Context: an optimization exercise on an open-source flow, tuned for small area, a short achievable clock period and few clock cycles. The choices shown serve that exercise and are no tape-out recipe. No run shown here included a check of the RTL's function; only the layout flow was run. Power figures rest on the tool's default switching activity, not on a simulated workload.

==> flow/design.v <==
`timescale 1ns / 1ps
module MIPS(
    input clk,
    input reset,
    input [31:0] memOutput,
    output [31:0] memDir,
    output [31:0] memDato,
    output mem_wd,
    output mem_rd
    );
  reg [31:0] fa;           
  reg [29:0] fpc;          
  reg        mcyc;         
  reg        mlw;          
  reg [4:0]  mrt;          
  reg        wd_r;         
  reg [31:0] md;           
  reg [31:0] ir;
  reg        vD;
  reg        vE;
  reg [31:0] A, B, SD;
  reg [29:0] tgtE;         
  reg [4:0]  rsE, rtE, rdE;
  reg        eR, eLw, eSw, eBeq, eBne, eJ, ePred, eSub, eBrt;
  reg [1:0]  eOp;          
  reg [31:0] rf [0:31];
  reg [31:0] valid;
  assign memDir  = fa;
  assign memDato = md;
  assign mem_wd  = wd_r;
  assign mem_rd  = ~wd_r;
  wire [31:0] sum = A + B + {31'd0, eSub};
  reg  [31:0] alu;
  always @* begin
    case (eOp)
      2'd1: alu = A & B;
      2'd2: alu = A | B;
      2'd3: alu = ~(A | B);
      default: alu = sum;
    endcase
  end
  wire eAct   = vE & ~mcyc;
  wire eq     = (A == B);
  wire eTaken = eJ | (eBeq & eq) | (eBne & ~eq);
  wire eRedir = eAct & (eBeq | eBne | eJ) & (eTaken ^ ePred);
  wire eWr    = eAct & eR;
  wire eMem   = eAct & (eLw | eSw);
  wire [5:0] op    = ir[31:26];
  wire [4:0] rs    = ir[25:21];
  wire [4:0] rt    = ir[20:16];
  wire [4:0] rd    = ir[15:11];
  wire [5:0] funct = ir[5:0];
  wire dR   = (op == 6'h00);
  wire dLw  = (op == 6'h23);
  wire dSw  = (op == 6'h2B);
  wire dBeq = (op == 6'h04);
  wire dBne = (op == 6'h05);
  wire dJ   = (op == 6'h02);
  wire dSub = dR & (funct == 6'h22);
  wire dImm = dLw | dSw;
  reg [1:0] dOp;
  always @* begin
    dOp = 2'd0;
    if (dR)
      case (funct)
        6'h24: dOp = 2'd1;
        6'h25: dOp = 2'd2;
        6'h27: dOp = 2'd3;
        default: dOp = 2'd0;
      endcase
  end
  function [31:0] rinit(input [4:0] i);
    rinit = (i < 5'd14) ? {27'd0, i} : ((i == 5'd14) ? 32'h00400000 : 32'd0);
  endfunction
  reg [31:0] rfA, rfB;
  integer k;
  always @* begin
    rfA = valid[rs] ? 32'd0 : rinit(rs);
    rfB = valid[rt] ? 32'd0 : rinit(rt);
    for (k = 0; k < 32; k = k + 1) begin
      rfA = rfA | ({32{(rs == k) & valid[k]}} & rf[k]);
      rfB = rfB | ({32{(rt == k) & valid[k]}} & rf[k]);
    end
  end
  wire [31:0] srcA = (eWr && rdE == rs) ? alu : rfA;
  wire [31:0] srcB = (eWr && rdE == rt) ? alu : rfB;
  wire [31:0] immx = {{16{ir[15]}}, ir[15:0]};
  wire [31:0] nB   = dImm ? immx : (dSub ? ~srcB : srcB);
  wire dAct   = vD & ~mcyc & ~eRedir;
  wire dBr    = dBeq | dBne;
  wire [29:0] dTgt  = dJ ? {fpc[29:26], ir[25:0]} : fpc + {{14{ir[15]}}, ir[15:0]};
  wire dPred  = (dJ | (dBr & ir[15])) & ~(vE & eSw);
  wire dRedir = dAct & dPred;
  wire [9:0] fidx = fpc[9:0];
  wire [9:0] sidx = fa[11:2];
  wire sHit = (sidx == fidx - 10'd1) | (sidx == fidx - 10'd2);
  wire [29:0] fpcBack = fpc - 30'd2;
  wire        rfWe = (mcyc & mlw) | eWr;
  wire [4:0]  rfWa = mcyc ? mrt : rdE;
  wire [31:0] rfWd = mcyc ? memOutput : alu;
  always @(posedge clk) begin
    if (rfWe) rf[rfWa] <= rfWd;
  end
  always @(posedge clk or posedge reset) begin
    if (reset) valid <= 32'd0;
    else if (rfWe) valid[rfWa] <= 1'b1;
  end
  reg [29:0] fpcN;
  always @* begin
    if (eRedir)      fpcN = tgtE;
    else if (dRedir) fpcN = dTgt;
    else             fpcN = fpc + 30'd1;
  end
  always @(posedge clk or posedge reset) begin
    if (reset) begin
      fa   <= 32'h00400000;
      fpc  <= 30'h00100000;
      mcyc <= 1'b0;
      wd_r <= 1'b0;
      vD   <= 1'b0;
      vE   <= 1'b0;
    end else if (mcyc) begin
      mcyc <= 1'b0;
      wd_r <= 1'b0;
      if (~mlw & sHit) begin
        vD  <= 1'b0;
        vE  <= 1'b0;
        fpc <= fpcBack;
        fa  <= {fpcBack, 2'b00};
      end else
        fa <= {fpc, 2'b00};
    end else begin
      mcyc <= eMem;
      wd_r <= eMem & eSw;
      vE   <= dAct;
      vD   <= ~(eRedir | dRedir);
      fpc  <= fpcN;
      fa   <= eMem ? alu : {fpcN, 2'b00};
    end
  end
  always @(posedge clk) begin
    if (mcyc) begin
      if (mlw) begin
        if (rsE == mrt) A <= memOutput;
        if (eBrt && rtE == mrt) B <= eSub ? ~memOutput : memOutput;
        if (rtE == mrt) SD <= memOutput;
      end
    end else begin
      if (eMem) begin
        mlw <= eLw;
        mrt <= rtE;
        md  <= SD;
      end
      ir    <= memOutput;
      A     <= srcA;
      B     <= nB;
      SD    <= srcB;
      tgtE  <= dPred ? fpc : dTgt;
      rsE   <= rs;
      rtE   <= rt;
      rdE   <= rd;
      eR    <= dR;
      eLw   <= dLw;
      eSw   <= dSw;
      eBeq  <= dBeq;
      eBne  <= dBne;
      eJ    <= dJ;
      ePred <= dPred;
      eSub  <= dSub;
      eBrt  <= ~dImm;
      eOp   <= dOp;
    end
  end
endmodule
==> flow/run.sh <==
#!/bin/bash
# synth_recipe.tcl (not shown) runs the flow's synth.tcl, then flattens the netlist and writes it again
# the make line also repeats each setting of config.mk as NAME=value (left out here)
make -C /OpenROAD-flow-scripts/flow DESIGN_CONFIG=/design/flow/config.mk WORK_HOME=/design/flow/orfs CLKGATE_MAP_FILE= SYNTH_SCRIPT=/design/flow/synth_recipe.tcl finish
==> flow/config.mk <==
export PLATFORM = sky130hd
export DESIGN_NAME = MIPS
export DESIGN_NICKNAME = MIPS
export VERILOG_FILES = /design/flow/design.v
export SDC_FILE = /design/flow/constraint.sdc
export NUM_CORES = 4
export LEC_CHECK = 0
export CAP_MARGIN = 20
export CELL_PAD_IN_SITES_DETAIL_PLACEMENT = 1
export CELL_PAD_IN_SITES_GLOBAL_PLACEMENT = 2
export CORE_MARGIN = 2
export CORE_UTILIZATION = 32
export PLACE_DENSITY = 0.55
export SLEW_MARGIN = 20
==> flow/constraint.sdc <==
create_clock -name core_clock -period 7.5 [get_ports {clk}]
set_input_delay 1.5000 -clock core_clock [delete_from_list [all_inputs] [get_ports {clk}]]
set_output_delay 1.5000 -clock core_clock [all_outputs]
set_load 0.01 [all_outputs]
==> results.cfg, run 1 <==
[power]
power.leakage_nw = 25.3
ir_worst_vdd_mv = 0.252
pwr_density_cell_nw_per_um2 = 401

[route]
route.detailed.drc = 0
drt_iter0_drc = 9328
vias = 54000
drt-pass1-iter-count = 7
wl_per_cell_um = 46.6
totalWireLength_um = 374000
final_antenna_net_count = 0
vias_per_cell = 6.73

[setup_path]
critPathLaunchType = flop
critical_path_arrival_ns = 5.76
critical_path_class = reg -> reg
end_kind = flop
crit_chain = nor3b_1, and3_2, buf_4, a22oi_1, nand4_1, a2111oi_0, nand3_1, nand2_1, o21ai_0, o41ai_1
slowest_delay_ns = 0.84
ff2ff_path_depth = 10
crit_required_ns = 8.03
critPathMaxFanout = 18
slowest_stage = nand3_1

[yosys]
yosysSeqAreaShare_pct = 61.9
synthSimpleGateAreaFrac_pct = 9.93
yosys.area.top_type = edfxtp_1
synthArstFlopShare_pct = 7.29
synth_fa_ha_area_share_pct = 2.08
netlist_instances = 5156
synth_area_leaders = edfxtp_1, a22oi_1, dfrtp_1
synth_compound_area_share_pct = 18.9
synth.distinct_cells = 100
syn_nets = 5295
yosys_warnings = 1
syn-mean-instance-area_um2 = 12.5
synth_xor_area_share_pct = 2.35
ys.flop_type = edfxtp_1
synth_edf_count = 1246
synth_top_area_share_pct = 58.1
synthMuxAreaShare_pct = 1.54
netlist_area_um2 = 64400
yosys_register_bits = 1344
synth_top_family_by_area = compound AO/OA/AOI/OAI gates

[cts]
cts.htree.levels = 4
clock_latency_ns = 0.86
cts_sinks = 1344
ctsResizeCount = 0
cts.clk_slew.worst_paths_ns = 0.06
root_buffer = clkbuf_16
numCtsBuffers = 159
ctsHoldBuffers = 0
cts_tree = built
postCtsSetupBuffers = 0
cts_buffer_depth = 3

[grt]
grt_pass1_vias = 52900
met1_usage_pct = 45.3
grt_use_met2_pct = 55.3
grt_usage_pct = 35.6
grt_pass1_wl_um = 493000
grt_start_max_net_pins = 61
grt.busiest_layer = met2
grt_overflow = 0
use_met3_pct = 8.72
antenna_found_initial = 26

[finish]
drive_above_1_share_pct = 12.5
fin_cells = 8030
final_common_cell = edfxtp_1
final_nets = 5374
fin_util_pct = 37.4
design_area_um2 = 74700
n_fill_cell = 21000
layout_common_cells = edfxtp_1, a22oi_1, nand2_1, nor2_1, buf_4
syn_to_final_growth_pct = 16.0

[timing]
fin_worst_skew_ns = 0.0343
rsz0062_at_grt = false
post-route-min-period_ns = 5.23
hold_violations = 0
period_share_pct = 69.7
tightest_slew_ns = 1.27
max_freq_mhz = 191
relSlewSlack_pct = 15.3
setup_viol = 0
tns_ns = 0
drv_slew = 0

[die]
initial_core_util_pct = 32.2
fp.dieH_um = 453
coreArea_um2 = 200000
num_rows = 164
io_pins = 100
die_area_um2 = 205000
die_w_um = 453

[placed_design]
dp_cells = 7728
portBuffers = 99
dp_hpwl_um = 234000
place_congestion = 0.891
place_area_um2 = 69400

[hold_path]
min_path_cells = 0
hp-class = reg -> reg

[run_status]
status = complete, no violations

[job]
drv_cap = 0
-- layer usage --
| layer | vias to the layer above | wire length, µm | part of all wire [%] |
|---|---|---|---|
| met3 | 1073 | 39000 | 10 |
| li1 | 20900 | - | - |
| met2 | 4069 | 167000 | 45 |
| met5 | - | 213 | 0.057 |
| met1 | 28000 | 143000 | 38 |
| met4 | 20 | 24800 | 6.6 |
-- per-stage QoR --
stage | hold slack (ns) | total power (W) | worst slack (ns)
2_1_floorplan | 0.400 | 0.0169 | 2.94
3_3_place_gp | 0.402 | 0.0218 | 2.14
3_5_place_dp | 0.406 | 0.0219 | 2.39
4_1_cts | 0.420 | 0.0299 | 2.39
5_1_grt | 0.422 | 0.0310 | 2.20
6_report | 0.418 | 0.0300 | 2.27
-- cells in the mapped netlist (68+ instances only) --
master    instances
edfxtp_1       1246
a22oi_1         805
nand2_1         325
clkbuf_1        305
nor2_1          252
nand4_1         200
a21oi_1         185
o21ai_0         160
nand3_1         121
inv_1           117
xnor2_1         115
and3_1          104
ha_1            102
dfrtp_1          96
a22o_1           68
-- worst paths after layout --
kind / start / endpoint / slack, ns
min in group asynchronous: reset / fa[23] / 1.14
worst min register to register: SD[10] / md[10] / 0.42
worst min-delay path: SD[10] / md[10] / 0.42
worst max-delay path: ir[16] / B[26] / 2.27
worst max register to register: ir[16] / B[26] / 2.27
max in group asynchronous: reset / fa[6] / 5.09
-- registers in the layout (all words and copies together) (netlist names), 32 cells and up --
| name | flops |
|---|---|
| A | 32 |
| B | 32 |
| SD | 32 |
| fa | 32 |
| ir | 32 |
| md | 32 |
| rf | 1024 |
| valid | 32 |
-- final cells by class --
| cell class | count | area (µm²) | area share [%] |
|---|---|---|---|
| Antenna cell | 6 | 15.0 | 0.0201 |
| Clock buffer | 186 | 4210 | 5.63 |
| Clock inverter | 108 | 997 | 1.33 |
| Inverter | 120 | 459 | 0.615 |
| Multi-Input combinational cell | 3288 | 23100 | 30.9 |
| Sequential cell | 1344 | 39900 | 53.4 |
| Tap cell | 2656 | 3320 | 4.45 |
| Timing Repair Buffer | 322 | 2740 | 3.67 |
-- kinds of logic after synthesis --
logic type	after synthesis
multiplexers	88
AO/OA/AOI/OAI	1666
XOR/XNOR	173
adder cells (fa/ha/maj)	105
buffers and inverters	524
flip-flops	1344
AND/OR/NAND/NOR	1256
-- worst max-delay path: cells and delay by family, from the launching register on --
| kind | cells | cell delay, ns |
|---|---|---|
| flops | 1 | 0.77 |
| buf+inv | 1 | 0.44 |
| compound gates | 4 | 1.54 |
| simple gates | 5 | 2.08 |
-- where the power goes --
part | switching (W) | total (W) | internal [W]
Sequential | 0.000926 | 0.0118 | 0.0109
Combinational | 0.00730 | 0.0102 | 0.00285
Clock | 0.00345 | 0.00799 | 0.00454
Total | 0.0117 | 0.0300 | 0.0183
==> inputs of run 2 (changes only) <==
--- a/flow/config.mk
+++ b/flow/config.mk
@@ -5,10 +5,12 @@
 export SDC_FILE = /design/flow/constraint.sdc
 export NUM_CORES = 4
 export LEC_CHECK = 0
+export ABC_CLOCK_PERIOD_IN_PS = 3000
 export CAP_MARGIN = 20
 export CELL_PAD_IN_SITES_DETAIL_PLACEMENT = 1
 export CELL_PAD_IN_SITES_GLOBAL_PLACEMENT = 2
 export CORE_MARGIN = 2
 export CORE_UTILIZATION = 32
 export PLACE_DENSITY = 0.55
+export SETUP_SLACK_MARGIN = 4.0
 export SLEW_MARGIN = 20
==> run 2 against run 1 <==
  * Still clean on timing, DRC and antenna
  * Die area unchanged
  * Setup slack better by 1.4 ns
  * Global-route usage up 1.9 points
  * Worst hold slack worse by 0.0041 ns
  * Maximum frequency up 35%
  * Register-to-register slack better by 1.4 ns
  * Design area up 9.8%
  * Cell count up 4.6%
  * Synthesized area unchanged
  * Wire length up 6.7%
  * Core utilization up 3.7 points
  * Non-clock buffer count up 343
  * Largest cell class unchanged
  * Largest power group is now combinational logic
==> results.cfg, run 2 <==
[yosys]
netlist_instances = 5156
synth_compound_area_share_pct = 18.9
synth_xor_area_share_pct = 2.35
synthMuxAreaShare_pct = 1.54
synthArstFlopShare_pct = 7.29
yosysSeqAreaShare_pct = 61.9
netlist_area_um2 = 64400
yosys.area.top_type = edfxtp_1
synth.distinct_cells = 100
synth_edf_count = 1246
synthSimpleGateAreaFrac_pct = 9.93
syn-mean-instance-area_um2 = 12.5
synth_most_common_cell = edfxtp_1
ys.flop_type = edfxtp_1
synth_fa_ha_area_share_pct = 2.08
synth_top_area_share_pct = 58.1
synth_top_family_by_area = compound AO/OA/AOI/OAI gates
yosys_register_bits = 1344
synth_area_leaders = edfxtp_1, a22oi_1, dfrtp_1
synthTopCellsByCount = edfxtp_1, a22oi_1, nand2_1, clkbuf_1, nor2_1
yosys_warnings = 1
syn_nets = 5295

[power]
clockPowerShare_pct = 25.4
pwr_density_cell_nw_per_um2 = 408
ir_worst_vdd_mv = 0.268
p_sw_w = 0.0131
sequentialPowerShare_pct = 35.1
power.leakage_nw = 28.3
p_comb_share_pct = 39.5
p_sw_share_pct = 39.1
p_int_w = 0.0204

[placed_design]
dp_cells = 7717
place_congestion = 0.884
portBuffers = 99
dp_hpwl_um = 231000

[route]
drt_iter0_drc = 9939
route.detailed.drc = 0
totalWireLength_um = 399000
vias = 57100
vias_per_cell = 6.80
drt-pass1-iter-count = 9
final_antenna_net_count = 0
wl_per_cell_um = 47.5

[grt]
grt_start_max_net_pins = 120
grt_pass1_wl_um = 517000
grt_pass1_vias = 55000
grt_usage_pct = 37.5
grt_overflow = 0
antenna_found_initial = 25

[cts]
cts_tree = built
cts_sinks = 1344
cts_buffer_depth = 3
cts.clk_slew.worst_paths_ns = 0.06
ctsHoldBuffers = 0
numCtsBuffers = 160
root_buffer = clkbuf_16
clock_latency_ns = 0.84
cts.htree.levels = 4

[die]
num_rows = 164
die_w_um = 453
io_pins = 100
fp.dieH_um = 453
coreArea_um2 = 200000
die_area_um2 = 205000
initial_core_util_pct = 32.2

[finish]
layout_common_cells = edfxtp_1, a22oi_1, buf_4, nand2_1, nor2_1
final_nets = 5740
final_common_cell = edfxtp_1
syn_to_final_growth_pct = 27.4
fin_cells = 8398
fin_util_pct = 41.0
largest_reg_flops = 1024
max_flop_register = rf
drive_above_1_share_pct = 24.0

[setup_path]
critPathMaxFanout = 8
end_kind = flop
crit_required_ns = 7.98
critical_path_arrival_ns = 4.35
critPathLaunchType = flop
critical_path_class = reg -> reg

[timing]
post-route-min-period_ns = 3.87
drv_slew = 0
tightest_slew_ns = 1.21
fin_worst_skew_ns = 0.0511
hold_violations = 0
max_freq_mhz = 259
relSlewSlack_pct = 19.0
period_share_pct = 51.5
tns_ns = 0
rsz0062_at_grt = true
setup_viol = 0
holdWs_ns = 0.414

[run_status]
status = complete, no violations

[hold_path]
hp-class = reg -> reg

[job]
drv_cap = 0
-- run 2: worst max-delay path, stage by stage (launching register included) --
cell and delay [ns]:
edfxtp_1 0.42, fa_2 0.42, inv_2 0.07, fa_2 0.22
nor2b_2 0.05, o31a_1 0.35, o31ai_4 0.29, nand4b_1 0.14
buf_6 0.16, and3_4 0.16, a31o_4 0.23, a21oi_4 0.12
mux2_4 0.33, o31ai_4 0.22, buf_12 0.19, o21ai_4 0.17
-- run 2: stage by stage --
step	area [µm²]	total power (W)	worst slack, ns
finish	82000	0.0334	3.63
CTS	79500	0.0324	3.61
global route	82000	0.0344	3.55
floorplan	64500	0.0169	3.89
detailed placement	69300	0.0220	2.53
global placement	69200	0.0219	1.89
-- run 2: area by class of cell --
| cell class | instances | area [µm²] |
|---|---|---|
| fill | 20600 | 118000 |
| inverter | 120 | 467 |
| clock buffer | 189 | 4320 |
| antenna | 12 | 30.0 |
| timing repair buffer | 665 | 6990 |
| tap | 2656 | 3320 |
| multi-input combinational | 3310 | 25800 |
| clock inverter | 102 | 1250 |
| sequential | 1344 | 39900 |
-- run 2: cell families after synthesis --
kind of cell,after synthesis
AO/OA/AOI/OAI,1666
flip-flops,1344
AND/OR/NAND/NOR,1256
buffers and inverters,524
XOR/XNOR,173
adder cells (fa/ha/maj),105
multiplexers,88
-- run 2: worst paths after layout --
path,from,end,slack (ns),cells past startpoint
setup / recovery,eSub,rf[13][30],3.63,15
hold / removal,SD[7],md[7],0.41,0
setup reg to reg,eSub,rf[13][30],3.63,15
hold reg to reg,SD[7],md[7],0.41,0
max in group asynchronous,reset,fpc[2],5.22,3
min in group asynchronous,reset,fpc[21],1.09,2
-- run 2: per-layer routing --
metal,part of all wire [%],global-route usage (%)
met1,37,46.7
met3,11,11.0
met4,7.5,23.6
met2,44,56.9
met5,0.080,0.210
-- run 2: timing repair --
action | CTS | global route
gates cloned | 21 | 9
buffers inserted | 241 | 107
pin swaps | 133 | 126
resized for setup | 481 | 305
hold endpoints to repair | 0 | 0
setup endpoints to repair | 2128 | 1005
-- run 2: power groups by stage --
| stage | logic, W | clock network (W) | registers, W |
|---|---|---|---|
| final | 0.0132 | 0.00848 | 0.0118 |
| after global routing | 0.0138 | 0.00880 | 0.0118 |
| after CTS | 0.0122 | 0.00852 | 0.0117 |
| after detailed placement | 0.0100 | 0 | 0.0120 |
| after global placement | 0.00989 | 0 | 0.0120 |
| after floorplan | 0.00538 | 0 | 0.0115 |

## port drivers added, routing unchanged
The results above use ideal ports. As a check the final layouts listed here were re-extracted and re-timed, cells and wires unchanged.
Step 1: set_driving_cell puts a clkbuf_16 on clk and a buf_2 on each other input, an assumption about the parent block.
Step 2 adds t to the input delays and takes it off the output delays; t is the mean of the earliest and latest rising clock arrival at the registers after step 1. Input paths then give back, and output paths get back, about the clock's delay inside the block.
a / b / c = ideal / step 1 / step 2; a / b = the first two.
run | t, ns | setup WS [ns] | worst register clock-pin slew, ns
run 1 | 0.932 | 2.272 / 2.272 / 2.272 | 0.07 / 0.07
run 2 | 0.915 | 3.635 / 3.635 / 3.540 | 0.06 / 0.06
After both steps setup and hold are still met in every run listed. The setup slack of run 2, which loses most, moves by 0.000 ns with the drivers and by -0.095 ns with both steps.
